This design comes from an exercise in tuning for small area on the open sky130 flow, not from production work.
In this exercise RTL edits were held to simulation tests only and were not proved equivalent to the original.
Power and IR drop assume default switching activity.

// game_core
module game_core (
    input  logic        Clk,
    input  logic        Reset,           
    input  logic        frame_clk,       
    input  logic [7:0]  keycode,
    input  logic [9:0]  DrawX,
    input  logic [9:0]  DrawY,
    output logic        is_ball,
    output logic [3:0]  is_enemy,
    output logic        is_platform,
    output logic        is_shield,
    output logic        is_punch,
    output logic [3:0]  is_attack,
    output logic [13:0] player_location,
    output logic [13:0] Ball_X,
    output logic [13:0] Ball_Y,
    output logic        ball_direction,
    output logic [55:0] enemy_loc,
    output logic [55:0] Enemy_X,
    output logic [55:0] Enemy_Y,
    output logic [3:0]  enemy_direction,
    output logic [3:0]  is_enemy_shield,
    output logic [3:0]  is_enemy_attack,
    output logic [2:0]  health_out,
    output logic        game_over,
    output logic [3:0]  dead,
    output logic        all_dead,
    output logic        changeFrame,
    output logic [13:0] left_bound
);
==> flow/config.mk <==
export PLATFORM = sky130hd
export DESIGN_NAME = game_core
export DESIGN_NICKNAME = game_core
export VERILOG_FILES = /design/flow/design.v
export SDC_FILE = /design/flow/constraint.sdc
export NUM_CORES = 8
export LEC_CHECK = 0
export ABC_AREA = 1
export CAP_MARGIN = 10
export CORE_MARGIN = 2
export CORE_UTILIZATION = 45
export CTS_CLUSTER_DIAMETER = 100
export CTS_CLUSTER_SIZE = 20
export PLACE_DENSITY = 0.6
export SLEW_MARGIN = 10
==> flow/constraint.sdc <==
create_clock -name core_clock -period 25.0 [get_ports {Clk}]
set_input_delay 5.0000 -clock core_clock [delete_from_list [all_inputs] [get_ports {Clk}]]
set_output_delay 5.0000 -clock core_clock [all_outputs]
set_load 0.01 [all_outputs]
standard.sh (not shown) runs the stock make flow with config.mk's settings and CLKGATE_MAP_FILE= SYNTH_SCRIPT=/design/flow/synth_recipe.tcl, a recipe that flattens the netlist after the stock synthesis.
==> flow/flow/run.sh <==
#!/bin/bash
# Own layout flow: the standard synthesis; then the combinational logic of
# the synthesized netlist is re-mapped for area with ABC (flip-flops are kept
# as they are: same instances, names and cells; several ABC random seeds are
# tried in parallel and the smallest netlist is kept); then the standard
# layout from floorplan to the final layout, with the smallest buffer on each
# port.  Each tool's output goes to a log file of its own in this folder.
set -euo pipefail
here=$(pwd)
flowdir=$here/flow
results=$here/orfs/results/${FLOW_PLATFORM}/game_core/base
lib=$FLOW_HOME/platforms/${FLOW_PLATFORM}/lib/sky130_fd_sc_hd__tt_025C_1v80.lib
yosys_bin=$FLOW_HOME/../tools/install/yosys/bin/yosys
[ -x "$yosys_bin" ] || yosys_bin=yosys

# 1. standard synthesis
bash standard.sh synth > $here/log_1_synth.txt 2>&1

# 2. area re-mapping of the combinational logic, in two passes; each pass
#    tries several ABC seeds in parallel and keeps the smallest netlist
du=""
for c in $(cat $flowdir/dontuse.txt); do du="$du -dont_use $c"; done
printf 'set_driving_cell sky130_fd_sc_hd__buf_1\nset_load 5\n' > $here/remap_abc.constr
remap_pass() {  # remap_pass NAME INPUT.v DSTIME SEEDS... ; leaves the best as NAME_best.v
  local name=$1 input=$2 dstime=$3; shift 3
  local s
  for s in "$@"; do
    sed "s/@SEED@/$s/; s/@TIME@/$dstime/" $flowdir/remap.abc > $here/${name}_$s.abc
    cat > $here/${name}_$s.ys <<EOY
read_liberty -ignore_miss_func $lib
blackbox $(tr '\n' ' ' < $flowdir/seqcells.txt)
read_verilog $input
hierarchy -top $FLOW_TOP
rename -hide c:_*
flatten
opt_clean -purge
abc -liberty $lib $du -script $here/${name}_$s.abc -constr $here/remap_abc.constr
opt_clean -purge
hilomap -singleton -hicell sky130_fd_sc_hd__conb_1 HI -locell sky130_fd_sc_hd__conb_1 LO
splitnets
opt_clean -purge
insbuf -buf sky130_fd_sc_hd__buf_4 A X
opt_clean -purge
tee -o $here/${name}_stat_$s.txt stat -liberty $lib
write_verilog -noattr -noexpr -nohex -nodec $here/${name}_out_$s.v
EOY
    $yosys_bin -s $here/${name}_$s.ys > $here/log_2_${name}_$s.txt 2>&1 &
  done
  wait
  local best="" bestarea="" a
  for s in "$@"; do
    a=$(sed -n "s/.*Chip area for module.*: \([0-9.]*\).*/\1/p" $here/${name}_stat_$s.txt 2>/dev/null | head -1)
    [ -n "$a" ] || continue
    if [ -z "$best" ] || awk "BEGIN{exit !($a < $bestarea)}"; then best=$s; bestarea=$a; fi
  done
  echo "$name: seed $best area $bestarea" >> $here/log_2_remap_choice.txt
  [ -n "$best" ]
  cp $here/${name}_out_$best.v $here/${name}_best.v
}
cp $results/1_2_yosys.v $here/remap_in.v
remap_pass remap1 $here/remap_in.v 240 1 2 3 4 5 6 7 8
remap_pass remap2 $here/remap1_best.v 120 11 12 13 14 15 16
cp $here/remap2_best.v $results/1_2_yosys.v
touch $results/1_2_yosys.v

# 3. standard layout from the re-mapped netlist
bash standard.sh BUFFER_PORTS_ARGS="-buffer_cell sky130_fd_sc_hd__buf_1" finish > $here/log_3_layout.txt 2>&1
Other scripts of this flow, unchanged in this note and not shown: flow/flow/dontuse.txt, flow/flow/remap.abc, flow/flow/seqcells.txt
==> next run, changes <==
--- a/flow/design.v
+++ b/flow/design.v
@@ -452,28 +452,35 @@
         ytest[4] = ~le15(15'(tv - 1), 15'(y));
         ytest[3] = ~le15(15'(tv - 2), 15'(y));
         ytest[2] = ~le15(15'(y), 15'(tv - 31));
         ytest[1] = ~le15(15'(y), 15'(tv - 37));
         ytest[0] = le15(15'(tv - 31), 15'(y));
     endfunction
+    localparam int LR = (IDX == 2) ? 11 : LW;      
     logic [LW-1:0] l, l_n;
+    logic [LR-1:0] lr;
+    if (IDX == 2) begin : gl2
+        assign l = {1'b1, lr};           
+    end else begin : gl
+        assign l = lr;
+    end
     logic [13:0]   x, x_n;
     logic [8:0]    y, yr, y_n;
     logic          m, m_n;               
     logic [1:0]    t, t_n;               
     logic          nm, nm_n;             
     logic          sh, at, ht, dr, sh_n, at_n, ht_n, dr_n;
     logic [1:0]    lm3, lm3_n;           
     always_ff @(posedge Clk) begin
         if (Reset) begin
-            l <= LW'(LS); x <= 14'(LS); yr <= 9'd449; m <= 1'b0; t <= 2'd0;
+            lr <= LR'(LS); x <= 14'(LS); yr <= 9'd449; m <= 1'b0; t <= 2'd0;
             nm <= 1'b0; sh <= 1'b0; at <= 1'b0; ht <= 1'b0; dr <= (IDX == 0);
             lm3 <= 2'(LS % 3);
         end else if (fre) begin
             lm3 <= lm3_n;
-            l <= l_n; x <= x_n; yr <= y_n; m <= m_n; t <= t_n;
+            lr <= l_n[LR-1:0]; x <= x_n; yr <= y_n; m <= m_n; t <= t_n;
             nm <= nm_n; sh <= sh_n; at <= at_n; ht <= ht_n; dr <= dr_n;
         end
     end
     assign y = (IDX == 0) ? (seen ? 9'd269 : 9'd449) : yr;
     logic [8:0] tv;
     logic [4:0] yt;
Result: Non-clock buffer count goes up by 7. Sequential power decreases by about 2%. Setup slack improves by 270 ps. Clock skew fell by 6.8 ps. Combinational power came out lower by about 20%. Power came out lower by 9.4%. Utilization goes down by 0.26 points. Final cell count decreases by about 1.1%.

## separate check: timing with driven ports
In the flow no input, the clock included, has a driving cell. The finished layouts below were timed again as built, in two steps. Step 1: set_driving_cell puts a clkbuf_16 on Clk and a buf_2 on each other input, an assumption about the parent block. Step 2 also shifts input and output timing later by t, the mid clock arrival at the registers, as if the neighbouring blocks saw the same clock. Slacks: ideal / step 1 / step 2; pairs: ideal / step 1.
run | t, ns | setup slack, ns | slew at the worst register clock pin (ns)
the first run | 0.613 | 9.866 / 9.840 / 9.840 | 0.10 / 0.10
the second run | 0.603 | 10.140 / 10.110 / 10.110 | 0.10 / 0.10
After both steps setup and hold are still met in every run listed. For the second run, which loses most, drivers alone change the setup slack by -0.030 ns; drivers and shift together by -0.030 ns.
